This is an optimization exercise on Yosys and OpenROAD, whose aim is small area, a short achievable clock period and few clock cycles per item, not a production implementation.
Where RTL was checked, it was by simulation tests only, not by an equivalence proof against the original.
Power and IR drop assume default switching activity.

Setup of JK:
// CNC
module CNC(
    clk,
    rst_n,
    IN_VALID,
    MODE,
    IN,
    OUT_VALID,
    OUT
    );
==> flow/config.mk <==
export PLATFORM = sky130hd
export DESIGN_NAME = CNC
export DESIGN_NICKNAME = CNC
export VERILOG_FILES = /design/flow/design.v
export SDC_FILE = /design/flow/constraint.sdc
export NUM_CORES = 4
export LEC_CHECK = 0
export CAP_MARGIN = 20
export CORE_MARGIN = 2
export CORE_UTILIZATION = 65
export SETUP_SLACK_MARGIN = 3.5
export SLEW_MARGIN = 20
export SYNTH_HIERARCHICAL = 1
export SYNTH_MINIMUM_KEEP_SIZE = 0
==> flow/constraint.sdc <==
create_clock -name core_clock -period 7.5 [get_ports {clk}]
set_input_delay 1.5000 -clock core_clock [delete_from_list [all_inputs] [get_ports {clk}]]
set_output_delay 1.5000 -clock core_clock [all_outputs]
set_load 0.01 [all_outputs]
standard.sh (not shown) runs the stock make flow with config.mk's settings and CLKGATE_MAP_FILE= SYNTH_SCRIPT=/design/flow/synth_recipe.tcl, a recipe that flattens the netlist after the stock synthesis.
==> flow/flow/run.sh <==
#!/bin/bash
set -euo pipefail
export BUFFER_PORTS_ARGS="-buffer_cell sky130_fd_sc_hd__buf_2"
bash standard.sh > flow_make.log 2>&1
Testbench counts of JK, summed over its fixed seeds: cycles 7,208, items 1,200.
For MS, these inputs were changed with respect to JK:
- changing SETUP_SLACK_MARGIN from 3.5 to 2.5
==> flow/run.sh (new file) <==
#!/bin/bash
# synth_recipe.tcl (not shown) runs the flow's synth.tcl, then flattens the netlist and writes it again
# the make line also repeats each setting of config.mk as NAME=value (left out here)
make -C /OpenROAD-flow-scripts/flow DESIGN_CONFIG=/design/flow/config.mk WORK_HOME=/design/flow/orfs CLKGATE_MAP_FILE= SYNTH_SCRIPT=/design/flow/synth_recipe.tcl finish
removed: flow/flow/run.sh
removed: flow/standard.sh
--- outcome ---
MS | status: complete | timing, DRC, antenna: pass
Summary of MS over JK: pre-CTS setup slack moved down, wire length after detailed routing moved down, count of plain and timing-repair buffers moved down, combinational group share of total power moved down.
Instance count on the critical path in MS is 1 higher than in JK
Relative to JK, non-clock buffer share of cell area has gone up in MS.
Relative to JK, sequential share of layout area has decreased by 0.62 points in MS.
Diff MS..JK | final instance area | negligible
~same core utilization in JK and MS
Sort JK and MS by tightest slew margin relative to the limit, descending, and JK comes first.
Input-level comparison between AL and MS:
- changing SETUP_SLACK_MARGIN from 2.5 to 3.5
- setting ABC_AREA to 1 for the first time
==> flow/flow/run.sh (new file) <==
#!/bin/bash
set -euo pipefail
export BUFFER_PORTS_ARGS="-buffer_cell sky130_fd_sc_hd__buf_2"
bash standard.sh > flow_make.log 2>&1
==> flow/standard.sh (new file) <==
#!/bin/bash
# synth_recipe.tcl (not shown) runs the flow's synth.tcl, then flattens the netlist and writes it again
# the make line also repeats each setting of config.mk as NAME=value (left out here)
make -C /OpenROAD-flow-scripts/flow DESIGN_CONFIG=/design/flow/config.mk WORK_HOME=/design/flow/orfs CLKGATE_MAP_FILE= SYNTH_SCRIPT=/design/flow/synth_recipe.tcl "${@:-finish}"
removed: flow/run.sh
==> comparison <==
In AL relative to MS, summed area of non-filler cells in the final layout had gone up slightly.
MS leaves less setup margin than AL.
From MS to AL, post-CTS repair timing setup buffer count did not move at all.
Worst path arrival time for AL is lower than for MS.
Per the comparison of AL with MS, post-synthesis instance total climbed 142; placeable core region down 45 um2; synthesis-to-layout area growth grew by 1.3 points.


Another version of the RTL of CNC (not shown whole).
Size: ~770 cells after synthesis, ~75 flip-flops, about 31 I/O pins, roughly 0.0067 mm^2 of cells after synthesis.
==> flow/config.mk <==
export PLATFORM = sky130hd
export DESIGN_NAME = CNC
export DESIGN_NICKNAME = CNC
export VERILOG_FILES = /design/flow/design.v
export SDC_FILE = /design/flow/constraint.sdc
export NUM_CORES = 4
export LEC_CHECK = 0
export CAP_MARGIN = 20
export CORE_MARGIN = 2
export CORE_UTILIZATION = 65
export SETUP_SLACK_MARGIN = 4.5
export SLEW_MARGIN = 20
export SYNTH_HIERARCHICAL = 1
export SYNTH_MINIMUM_KEEP_SIZE = 0
==> flow/constraint.sdc <==
create_clock -name core_clock -period 7.5 [get_ports {clk}]
set_input_delay 1.5000 -clock core_clock [delete_from_list [all_inputs] [get_ports {clk}]]
set_output_delay 1.5000 -clock core_clock [all_outputs]
set_load 0.01 [all_outputs]
==> flow/flow/run.sh <==
#!/bin/bash
set -euo pipefail
export BUFFER_PORTS_ARGS="-buffer_cell sky130_fd_sc_hd__buf_2"
bash standard.sh > flow_make.log 2>&1
Rerun with:
Settings changed: SETUP_SLACK_MARGIN 4.5 to 4.0.
Sequential share of layout area went up by 1.0 points.
Global-route usage goes down by 0.45 points.
Via count went down by 3.8%.
Core utilization came out lower by 4.5 points.
Worst setup slack got worse by 0.071 ns.
Synthesized area does not change.
Non-clock buffer count went down by 24.
Cell area fell by 5.6%.
Power falls by about 9%.
No run of this note included a check of the RTL's function; only the layout flow was run.


RTL: one of the versions met above, not the one the previous note started from.
Size: about 700 cells after synthesis, about 75 flip-flops, ~6700 um2 of cells after synthesis.
Settings: LEC_CHECK=0, ABC_CLOCK_PERIOD_IN_PS=3500, CAP_MARGIN=20, CORE_MARGIN=2, CORE_UTILIZATION=65, SETUP_SLACK_MARGIN=3.5, SLEW_MARGIN=20, SYNTH_HIERARCHICAL=1, SYNTH_MINIMUM_KEEP_SIZE=0; clock period 7.5 ns.
run.sh (not shown) runs the stock make flow with config.mk's settings and CLKGATE_MAP_FILE= SYNTH_SCRIPT=/design/flow/synth_recipe.tcl, a recipe that flattens the netlist after the stock synthesis.
Stock flow here: none of the scripts above is used.
The starting point passed the timing, design-rule and antenna checks.
Testbench counts at the start, summed over its fixed seeds: cycles 7,208, items 1,200.
Next try:
--- a/flow/config.mk
+++ b/flow/config.mk
@@ -7,3 +7,2 @@
 export LEC_CHECK = 0
-export ABC_CLOCK_PERIOD_IN_PS = 3500
 export CAP_MARGIN = 20
@@ -11,3 +10,3 @@
 export CORE_UTILIZATION = 65
-export SETUP_SLACK_MARGIN = 3.5
+export SETUP_SLACK_MARGIN = 5.0
 export SLEW_MARGIN = 20
Routed wire length increases by about a fifth.
Cell area increases by roughly a tenth.
Worst setup slack is better by 0.091 ns.
Cell count increases by a few percent.
Via count increases by a little under a tenth.
Critical path depth increases by 1.
Non-clock buffer count increases by 47.
Sequential share of layout area decreases by 1.9 points.
Global-route usage increases by 3.6 points.


CNC, a different RTL version from the one above (not shown whole).
Size in the first run: ~1200 cells after synthesis, roughly 75 flip-flops, roughly 31 I/O pins, roughly 7700 um2 of cells after synthesis.
Design CNC, start of the top module:
module CNC(
    clk,
    rst_n,
    IN_VALID,
    MODE,
    IN,
    OUT_VALID,
    OUT
    );
input           clk, rst_n, IN_VALID;
input   [ 1:0]  MODE;
input   [ 7:0]  IN;
output          OUT_VALID;
output  [16:0]  OUT;
reg        OUT_VALID;
reg [16:0] OUT;
reg p1, p2, p3, p4, p5;
reg mul, sub;
reg [4:0]  BO, BT, BN;  
reg [8:0]  X;      
reg [8:0]  S;      
reg [15:0] P;      
wire busy = p1 | p2 | p3;
wire [8:0] V = p4 ? S : {IN[7], IN};
wire [10:0] Vx = {V[8], V, 1'b0};
wire [4:0] vo, vt, vn;
genvar k;
generate for (k = 0; k < 5; k = k + 1) begin : enc
    assign vo[k] = Vx[2*k+1] ^ Vx[2*k];
    assign vt[k] = (Vx[2*k+2] & ~Vx[2*k+1] & ~Vx[2*k]) | (~Vx[2*k+2] & Vx[2*k+1] & Vx[2*k]);
    assign vn[k] = Vx[2*k+2] & ~(Vx[2*k+1] & Vx[2*k]);
end endgenerate
wire       s_keep = p3 | (p2 & !mul);
wire       s_in   = !(p2 & !mul);
wire       s_neg  = p3 & sub;
wire [8:0] s_a    = s_keep ? S : 9'd0;
wire [8:0] s_b    = s_in ? ({IN[7], IN} ^ {9{s_neg}}) : 9'd0;
wire [8:0] s_next = s_a + s_b + s_neg;
reg         g;                                   
reg         a1en;                                
wire [16:0] A1 = a1en ? OUT : 17'd0;
    wire pp0_0 = ((BO[0] & X[0])) ^ BN[0];
    wire pp0_1 = ((BO[0] & X[1]) | (BT[0] & X[0])) ^ BN[0];
    wire pp0_2 = ((BO[0] & X[2]) | (BT[0] & X[1])) ^ BN[0];
    wire pp0_3 = ((BO[0] & X[3]) | (BT[0] & X[2])) ^ BN[0];
    wire pp0_4 = ((BO[0] & X[4]) | (BT[0] & X[3])) ^ BN[0];
    wire pp0_5 = ((BO[0] & X[5]) | (BT[0] & X[4])) ^ BN[0];
    wire pp0_6 = ((BO[0] & X[6]) | (BT[0] & X[5])) ^ BN[0];
    wire pp0_7 = ((BO[0] & X[7]) | (BT[0] & X[6])) ^ BN[0];
  ...
clock: 7.5 ns
lec_check: 0
abc_area: 1
cap_margin: 20
core_margin: 2
core_utilization: 65
setup_slack_margin: 3.8
slew_margin: 20
synth_hierarchical: 1
synth_minimum_keep_size: 0
standard.sh (not shown) runs the stock make flow with config.mk's settings and CLKGATE_MAP_FILE= SYNTH_SCRIPT=/design/flow/synth_recipe.tcl, a recipe that flattens the netlist after the stock synthesis.
Scripts as last shown in full above: flow/flow/run.sh
The starting point ran to the end with no violations.
Testbench counts at the start, summed over its fixed seeds: cycles 7,208, items 1,200.
Then changed:
Settings changed: ABC_AREA 1 to unset, SETUP_SLACK_MARGIN 3.8 to 4.2.
Result: Global-route usage rose by 0.34 points. Sequential cell count is unchanged. Routed wire length fell by 7.1%. Cell area fell by 4.3%. Worst setup slack loses 0.066 ns.
Then changed:
Settings changed: CTS_BUF_LIST set to sky130_fd_sc_hd__clkbuf_8, SETUP_SLACK_MARGIN 4.2 to 3.8.
Result: Routed wire length fell by 13%. Cell area shrinks by 11%. Register-to-register slack degrades by 0.02 ns.
Then changed:
Settings changed: CORE_UTILIZATION 65 to 75, CTS_BUF_LIST sky130_fd_sc_hd__clkbuf_8 to unset.
What happened: Die area is lower by 13%; clock power is lower by about 3%; worst setup slack loses 0.029 ns; combinational power stays flat.


## rev 12
CNC, a different RTL version from the one above (not shown whole).
Size: ~730 cells after synthesis, ~67 flip-flops, roughly 0.0069 mm^2 of cells after synthesis.
Settings: LEC_CHECK=0, CAP_MARGIN=20, CORE_MARGIN=2, CORE_UTILIZATION=65, SETUP_SLACK_MARGIN=1.5, SLEW_MARGIN=20; clock period 7.5 ns.
run.sh (not shown) runs the stock make flow with config.mk's settings and CLKGATE_MAP_FILE= SYNTH_SCRIPT=/design/flow/synth_recipe.tcl, a recipe that flattens the netlist after the stock synthesis.
Stock flow here: none of the scripts above is used.
No stage failed in rev 12, and the final checks on the layout all came back clean.
Testbench counts of rev 12, summed over its fixed seeds: cycles 6,008, items 1,200.
Relative to rev 12, the following input files were edited for rev 13:
# rev 12
export LEC_CHECK = 0
export CAP_MARGIN = 20
export CORE_MARGIN = 2
export CORE_UTILIZATION = 65
export SETUP_SLACK_MARGIN = 1.5
export SLEW_MARGIN = 20
create_clock -name core_clock -period 7.5 [get_ports {clk}]
# rev 13
export LEC_CHECK = 0
export CAP_MARGIN = 20
export CORE_MARGIN = 2
export CORE_UTILIZATION = 40
export SETUP_SLACK_MARGIN = 1.5
export SLEW_MARGIN = 20
create_clock -name core_clock -period 7.5 [get_ports {clk}]
Notes after the runs:
Rev 12 -> rev 13: well-tap cell count increased by more than half
Switching part of the total on rev 13 is down relative to rev 12.
Going from rev 12 to rev 13, endpoint required time on the critical path went down 0.04 ns; area used by multi-input combinational logic has decreased.


Another version of the RTL of CNC (not shown whole).
Size: ~690 cells after synthesis, about 75 flip-flops, about 0.0064 mm^2 of cells after synthesis.
// CNC
module CNC(
    clk,
    rst_n,
    IN_VALID,
    MODE,
    IN,
    OUT_VALID,
    OUT
    );
clock: 7.5 ns
lec_check: 0
cap_margin: 20
core_margin: 2
core_utilization: 65
setup_slack_margin: 3.4
slew_margin: 20
synth_hierarchical: 1
synth_minimum_keep_size: 0
standard.sh (not shown) runs the stock make flow with config.mk's settings and CLKGATE_MAP_FILE= SYNTH_SCRIPT=/design/flow/synth_recipe.tcl, a recipe that flattens the netlist after the stock synthesis.
Scripts as last shown in full above: flow/flow/run.sh
Then changed:
--- a/flow/config.mk
+++ b/flow/config.mk
@@ -9,4 +9,4 @@
 export CORE_MARGIN = 2
-export CORE_UTILIZATION = 65
-export SETUP_SLACK_MARGIN = 3.4
+export CORE_UTILIZATION = 75
+export SETUP_SLACK_MARGIN = 3.6
 export SLEW_MARGIN = 20
- The new run produced a clean layout
- power went up by about a fifth
- die area went down by roughly a tenth
- cell area went up by a few percent
- critical path depth went up by 1
- global-route usage went up by 6.2 points
- wire length went up by a quarter to a third
- worst hold slack gains 0.0036 ns
Then changed:
--- a/flow/config.mk
+++ b/flow/config.mk
@@ -9,3 +9,3 @@
 export CORE_MARGIN = 2
-export CORE_UTILIZATION = 75
+export CORE_UTILIZATION = 65
 export SETUP_SLACK_MARGIN = 3.6
Outcome: Synthesized cell count is unchanged; worst hold slack is worse by 0.0037 ns; synthesized area is unchanged; routed wire length goes down by about a fifth; sequential cell count stays the same; total power fell by a little under a tenth; setup slack improves by 0.20 ns; design area barely changes.
Then changed:
--- a/flow/config.mk
+++ b/flow/config.mk
@@ -10,3 +10,3 @@
 export CORE_UTILIZATION = 65
-export SETUP_SLACK_MARGIN = 3.6
+export SETUP_SLACK_MARGIN = 3.8
 export SLEW_MARGIN = 20
=> Hold slack is about the same; routed wire length goes up slightly; final area grows slightly; total power climbs by a little under a tenth; setup slack is better by 0.038 ns; global-route usage is lower by 0.41 points; first-iteration DRC count falls by roughly a tenth; synthesized area is unchanged.
Function was not checked in any run of this note: the RTL went through the layout flow alone.


Setup of job 609:
CNC, a different RTL version from the one above (not shown whole).
Size: about 670 cells after synthesis, roughly 75 flip-flops, about 31 I/O pins, roughly 6300 sq um of cells after synthesis.
==> flow/config.mk <==
export PLATFORM = sky130hd
export DESIGN_NAME = CNC
export DESIGN_NICKNAME = CNC
export VERILOG_FILES = /design/flow/design.v
export SDC_FILE = /design/flow/constraint.sdc
export NUM_CORES = 4
export LEC_CHECK = 0
export CAP_MARGIN = 20
export CORE_MARGIN = 2
export CORE_UTILIZATION = 65
export SETUP_SLACK_MARGIN = 3.7
export SLEW_MARGIN = 20
export SYNTH_HIERARCHICAL = 1
export SYNTH_MINIMUM_KEEP_SIZE = 0
==> flow/constraint.sdc <==
create_clock -name core_clock -period 7.5 [get_ports {clk}]
set_input_delay 1.5000 -clock core_clock [delete_from_list [all_inputs] [get_ports {clk}]]
set_output_delay 1.5000 -clock core_clock [all_outputs]
set_load 0.01 [all_outputs]
Scripts as last shown in full above: flow/flow/run.sh
Job 609 went all the way through the flow, and no timing, DRC or antenna check failed.
Testbench counts of job 609, summed over its fixed seeds: cycles 7,208, items 1,200.
### job 609 -> job 5197
Settings: SETUP_SLACK_MARGIN changed from 3.7 to 3.6.
==> comparison <==
A slowest library cell on the worst path of sky130_fd_sc_hd__dfxtp_1 is what job 5197 shows, while sky130_fd_sc_hd__fa_1 belongs to job 609.
Job 5197 ends up with a power that is about 0.6% lower than in job 609.
Endpoint required time on the critical path delta (job 5197 -> job 609): insignificant
Between job 5197 and job 609, the overall fraction of global-route tracks in use does not differ in any meaningful way.
For job 6350, these inputs were changed with respect to job 5197:
Settings: SETUP_SLACK_MARGIN: 3.6 -> 4.0.
==> summary.txt <==
Measured against each other, job 6350 and job 5197 differ in biggest cell delay along the critical path, the lower figure coming from job 6350. Cmp job 6350 vs job 5197: total power higher in job 6350. Comparing job 6350 against job 5197, there is no change at all in sequential cell count.


== the reference run ==
CNC with an RTL version that a note above also has.
Size: about 700 cells after synthesis, about 6700 um^2 of cells after synthesis.
Settings: LEC_CHECK=0, CAP_MARGIN=20, CORE_MARGIN=2, CORE_UTILIZATION=65, SETUP_SLACK_MARGIN=4.5, SLEW_MARGIN=20, SYNTH_HIERARCHICAL=1, SYNTH_MINIMUM_KEEP_SIZE=0; clock period 7.5 ns.
run.sh (not shown) runs the stock make flow with config.mk's settings and CLKGATE_MAP_FILE= SYNTH_SCRIPT=/design/flow/synth_recipe.tcl, a recipe that flattens the netlist after the stock synthesis.
Stock flow here: none of the scripts above is used.
Having completed the whole flow, the reference run delivered a layout that passed the timing, design-rule and antenna checks.
Testbench counts of the reference run, summed over its fixed seeds: cycles 7,208, items 1,200.
Edits applied to the flow inputs when going from the reference run to the trial run:
- SETUP_SLACK_MARGIN changed from 4.5 to 3.5
Against the reference run, maximum frequency from static timing analysis in the trial run fell slightly.
Summary: worst setup slack, the trial run worse than the reference run
Measured against the reference run, the first-pass GRT wire length of the trial run comes out at 0.931 times the reference value.
Row time the worst path needs with I/O delays and setup: the trial run higher / the reference run lower
The power in the trial run was lower than what the reference run gave.

==> afterwards: timing with drivers on the ports <==
The results above use ideal ports. As a check the final layouts listed here were re-extracted and re-timed, cells and wires unchanged.
Step 1: set_driving_cell puts a clkbuf_16 on clk and a buf_2 on each other input, an assumption about the parent block.
Step 2 adds t to the input delays and takes it off the output delays; t is the mean of the earliest and latest rising clock arrival at the registers after step 1. Input paths then give back, and output paths get back, about the clock's delay inside the block.
a / b / c = no drivers / after step 1 / after step 2; a / b = the first two.
run	shift t [ns]	setup WS [ns]	worst setup path at the end	worst data-port slew with drivers (ns)	pins driven straight from the clock port
JK	0.417	3.617 / 3.617 / 3.560	input to register	0.03	1
MS	0.405	3.117 / 3.117 / 3.117	input to register	0.03	1
AL	0.421	3.663 / 3.663 / 3.642	input to register	0.03	1
the first run of note 2	0.407	4.001 / 4.001 / 4.001	register to register	0.05	1
the second run of note 2	0.411	3.930 / 3.930 / 3.930	register to register	0.03	1
the first run of note 3	0.401	3.531 / 3.531 / 3.258	input to register	0.03	1
the second run of note 3	0.401	3.622 / 3.622 / 3.622	register to register	0.06	1
the first run of note 4	0.382	4.011 / 4.011 / 4.011	register to register	0.03	1
the second run of note 4	0.425	3.945 / 3.945 / 3.945	register to register	0.03	1
the third run of note 4	0.403	3.922 / 3.922 / 3.922	register to register	0.03	1
the fourth run of note 4	0.397	3.893 / 3.893 / 3.893	register to register	0.03	1
rev 12	0.411	1.767 / 1.770 / 1.368	input to register	0.04	1
rev 13	0.391	1.694 / 1.720 / 1.330	input to register	0.03	1
the first run of note 6	0.392	3.594 / 3.594 / 3.594	register to register	0.03	1
the second run of note 6	0.405	3.507 / 3.507 / 3.507	register to register	0.03	1
the third run of note 6	0.392	3.704 / 3.704 / 3.704	register to register	0.03	1
the fourth run of note 6	0.395	3.742 / 3.742 / 3.742	register to register	0.03	1
job 609	0.397	3.899 / 3.899 / 3.865	input to register	0.03	1
job 5197	0.399	3.777 / 3.777 / 3.777	register to register	0.03	1
job 6350	0.400	3.986 / 3.986 / 3.899	input to register	0.03	1
the reference run	0.413	3.576 / 3.576 / 3.576	register to register	0.05	1
the trial run	0.401	3.531 / 3.531 / 3.258	input to register	0.03	1
After both steps setup and hold are still met in every run listed. For rev 12, which loses most, drivers alone change the setup slack by +0.003 ns; drivers and shift together by -0.399 ns.
